This is an optimization exercise on Yosys and OpenROAD, whose aim is small area, a short achievable clock period and few clock cycles, not a production implementation.
Function was checked by simulation only, so behaviour that the tests miss may differ from the original.
No activity file was given, so power comes from the tool's default toggle rates.

Design int_calc, start of the top module:
module int_calc(clk, rst, start, A, B, done, int_add, int_sub, int_mul, int_div, int_mod, addCo, addCy, subCo, subCy);
   input clk;
   input rst;
   input start;
   input [63:0] A;
   input [31:0] B;
   output done;
   output [31:0] int_add;
   output [31:0] int_sub;
   output [63:0] int_mul;
   output [31:0] int_div;
   output [31:0] int_mod;
   output addCo;
   output addCy;
   output subCo;
   output subCy;
   localparam TD = 2;           
   localparam TM = 1;           
   reg [31:0] b_r;              
   reg [63:0] p_r;              
   reg        one_x, two_x;     
   reg [31:0] r_r;              
   reg [31:0] q_r;              
   reg [31:0] sum_r;            
   reg [31:0] dif_r;            
   reg        add_c, sub_c;     
   reg        add_v, sub_v;     
   reg [3:0]  cnt;
   reg        busy;
   reg        done_r;
   wire       fin = busy & (cnt == 4'd15);    
   assign done    = done_r;
   assign int_mul = p_r;
   assign int_div = q_r;
   assign int_mod = r_r;
   assign int_add = sum_r;
   assign int_sub = dif_r;
   assign addCo   = add_c;
   assign addCy   = add_v;
   assign subCo   = sub_c;
   assign subCy   = sub_v;
   wire [1:0] sa = p_r[1:0];                   
   wire [1:0] sb = b_r[{cnt, 1'b0} +: 2];      
   wire       ac1 = (sa[0] & sb[0]) | (sa[0] & add_c) | (sb[0] & add_c);
   wire       ac2 = (sa[1] & sb[1]) | (sa[1] & ac1) | (sb[1] & ac1);
   wire [1:0] as = {sa[1] ^ sb[1] ^ ac1, sa[0] ^ sb[0] ^ add_c};
   wire       sc1 = (sa[0] & ~sb[0]) | (sa[0] & sub_c) | (~sb[0] & sub_c);
  ...
clock: 21.0 ns
lec_check: 0
cap_margin: 20
core_margin: 2
core_utilization: 40
setup_slack_margin: 1.5
slew_margin: 20
standard.sh (not shown) runs the stock make flow with config.mk's settings and CLKGATE_MAP_FILE= SYNTH_SCRIPT=/design/flow/synth_recipe.tcl, a recipe that flattens the netlist after the stock synthesis.
==> flow/flow/run.sh <==
#!/bin/bash
# Standard synthesis, then the ORFS layout with these changes: ports are
# buffered with buf_1 cells, timing repair aims at a larger setup slack
# margin, and the settings in params.sh (the clock period and all
# constraints are unchanged).
set -euo pipefail
W=$(pwd)
MARGIN=15.5
EXTRA=()
source flow/params.sh
bash standard.sh synth > synth.log 2>&1
make -C "$FLOW_HOME" DESIGN_CONFIG="$FLOW_CONFIG" WORK_HOME="$W/orfs" CLKGATE_MAP_FILE= \
  SYNTH_SCRIPT="$W/synth_recipe.tcl" CAP_MARGIN=20 CORE_MARGIN=2 CORE_UTILIZATION=40 \
  SETUP_SLACK_MARGIN=$MARGIN SLEW_MARGIN=20 \
  BUFFER_PORTS_ARGS="-buffer_cell sky130_fd_sc_hd__buf_1" "${EXTRA[@]}" finish > layout.log 2>&1
R="$W/orfs/results/$FLOW_PLATFORM/int_calc/base"
: # left out here: write the final layout as DEF
==> flow/flow/params.sh <==
MARGIN=15.65
EXTRA=( CORE_UTILIZATION=75 CTS_ARGS=-sink_clustering_enable\ -repair_clock_nets\ -sink_clustering_size\ 20\ -sink_clustering_max_diameter\ 50\ -dont_use_dummy_load\ -root_buf\ sky130_fd_sc_hd__clkbuf_16\ -buf_list\ sky130_fd_sc_hd__clkbuf_8\ sky130_fd_sc_hd__clkbuf_16 )
The starting point aborted during clock tree synthesis (4_1_cts) on STA-0564.
Testbench counts at the start, summed over its fixed seeds: cycles 54,408.
Next try:
==> flow/flow/params.sh (replaced) <==
MARGIN=15.6
EXTRA=( CORE_UTILIZATION=75 CTS_ARGS=-sink_clustering_enable\ -repair_clock_nets\ -sink_clustering_size\ 25\ -sink_clustering_max_diameter\ 60\ -dont_use_dummy_load )
What happened: This time the run produced a clean layout. Area after synthesis does not change. Synthesized cell count stays the same.
Next try:
==> flow/flow/params.sh (replaced) <==
MARGIN=15.65
EXTRA=( CORE_UTILIZATION=80 CTS_ARGS=-sink_clustering_enable\ -repair_clock_nets\ -sink_clustering_size\ 25\ -sink_clustering_max_diameter\ 60\ -dont_use_dummy_load )
=> Worst setup slack improved by 0.032 ns; routed wire length goes up by 24%; synthesized area is unchanged; non-clock buffer count stays the same; count of clock-buffer cells in the layout drops by 3; via count rises by 12%.
Next try:
==> flow/flow/params.sh (replaced) <==
MARGIN=15.65
EXTRA=( CORE_UTILIZATION=75 CTS_ARGS=-sink_clustering_enable\ -repair_clock_nets\ -sink_clustering_size\ 25\ -sink_clustering_max_diameter\ 60\ -dont_use_dummy_load )
Result: Core utilization drops by 4.7 points. Power drops by a few percent. Via count drops by roughly a tenth. Global-route usage drops by 13 points. Count of clock-buffer cells in the layout climbs by 3. Register-to-register slack improved by 0.33 ns. Non-clock buffer count does not change.
Next try:
==> flow/flow/params.sh (replaced) <==
MARGIN=15.75
EXTRA=( CORE_UTILIZATION=75 CTS_ARGS=-sink_clustering_enable\ -repair_clock_nets\ -sink_clustering_size\ 25\ -sink_clustering_max_diameter\ 60\ -dont_use_dummy_load )
Count of clock-buffer cells in the layout does not change.
Worst hold slack gains 0.0038 ns.
Wire length grows by 8.2%.
Global-route usage grows by 1.6 points.
Sequential power grows by about 2%.
Power grows by 3.7%.
Design area grows by 2.1%.
Area after synthesis is unchanged.
Non-clock buffer count grows by 11.
Next try:
==> flow/flow/params.sh (replaced) <==
MARGIN=15.65
EXTRA=( CORE_UTILIZATION=75 PLACE_DENSITY=0.85 CTS_ARGS=-sink_clustering_enable\ -repair_clock_nets\ -sink_clustering_size\ 25\ -sink_clustering_max_diameter\ 60\ -dont_use_dummy_load )
After rerunning: Total power drops by about 5%. Final cell count falls by 0.61%. Global-route usage shrinks by 4.7 points. Final area is lower by about 2%. Non-clock buffer count goes down by 10. Routed wire length is lower by about 15%. Via count drops by about 5%. Worst hold slack gets better by 0.0076 ns.

## port drivers added, routing unchanged
Ports are ideal in the flow. The routed layouts listed here were re-timed in OpenROAD.
Step 1 sets driving cells, clkbuf_16 on the clock port and buf_2 on the other inputs (assumed; they add their load-dependent delay and slew).
Step 2 adds t to the input delays and takes it off the output delays; t is the mean of the earliest and latest rising clock arrival at the registers after step 1. Input paths then give back, and output paths get back, about the clock's delay inside the block.
Slacks: ideal / step 1 / step 2; pairs: ideal / step 1.
run | shift t [ns] | setup WS [ns] | hold WS [ns] | slew at the worst register clock pin (ns)
the second run | 0.542 | 15.600 / 15.550 / 16.092 | 0.326 / 0.326 / 0.326 | 0.10 / 0.10
the third run | 0.546 | 15.632 / 15.582 / 15.758 | 0.321 / 0.321 / 0.321 | 0.10 / 0.10
the fourth run | 0.542 | 15.668 / 15.617 / 16.093 | 0.323 / 0.323 / 0.323 | 0.10 / 0.10
the fifth run | 0.545 | 15.711 / 15.661 / 15.954 | 0.327 / 0.327 / 0.327 | 0.10 / 0.10
the sixth run | 0.532 | 15.645 / 15.602 / 16.053 | 0.335 / 0.335 / 0.335 | 0.09 / 0.09
After both steps setup and hold are still met in every run listed.
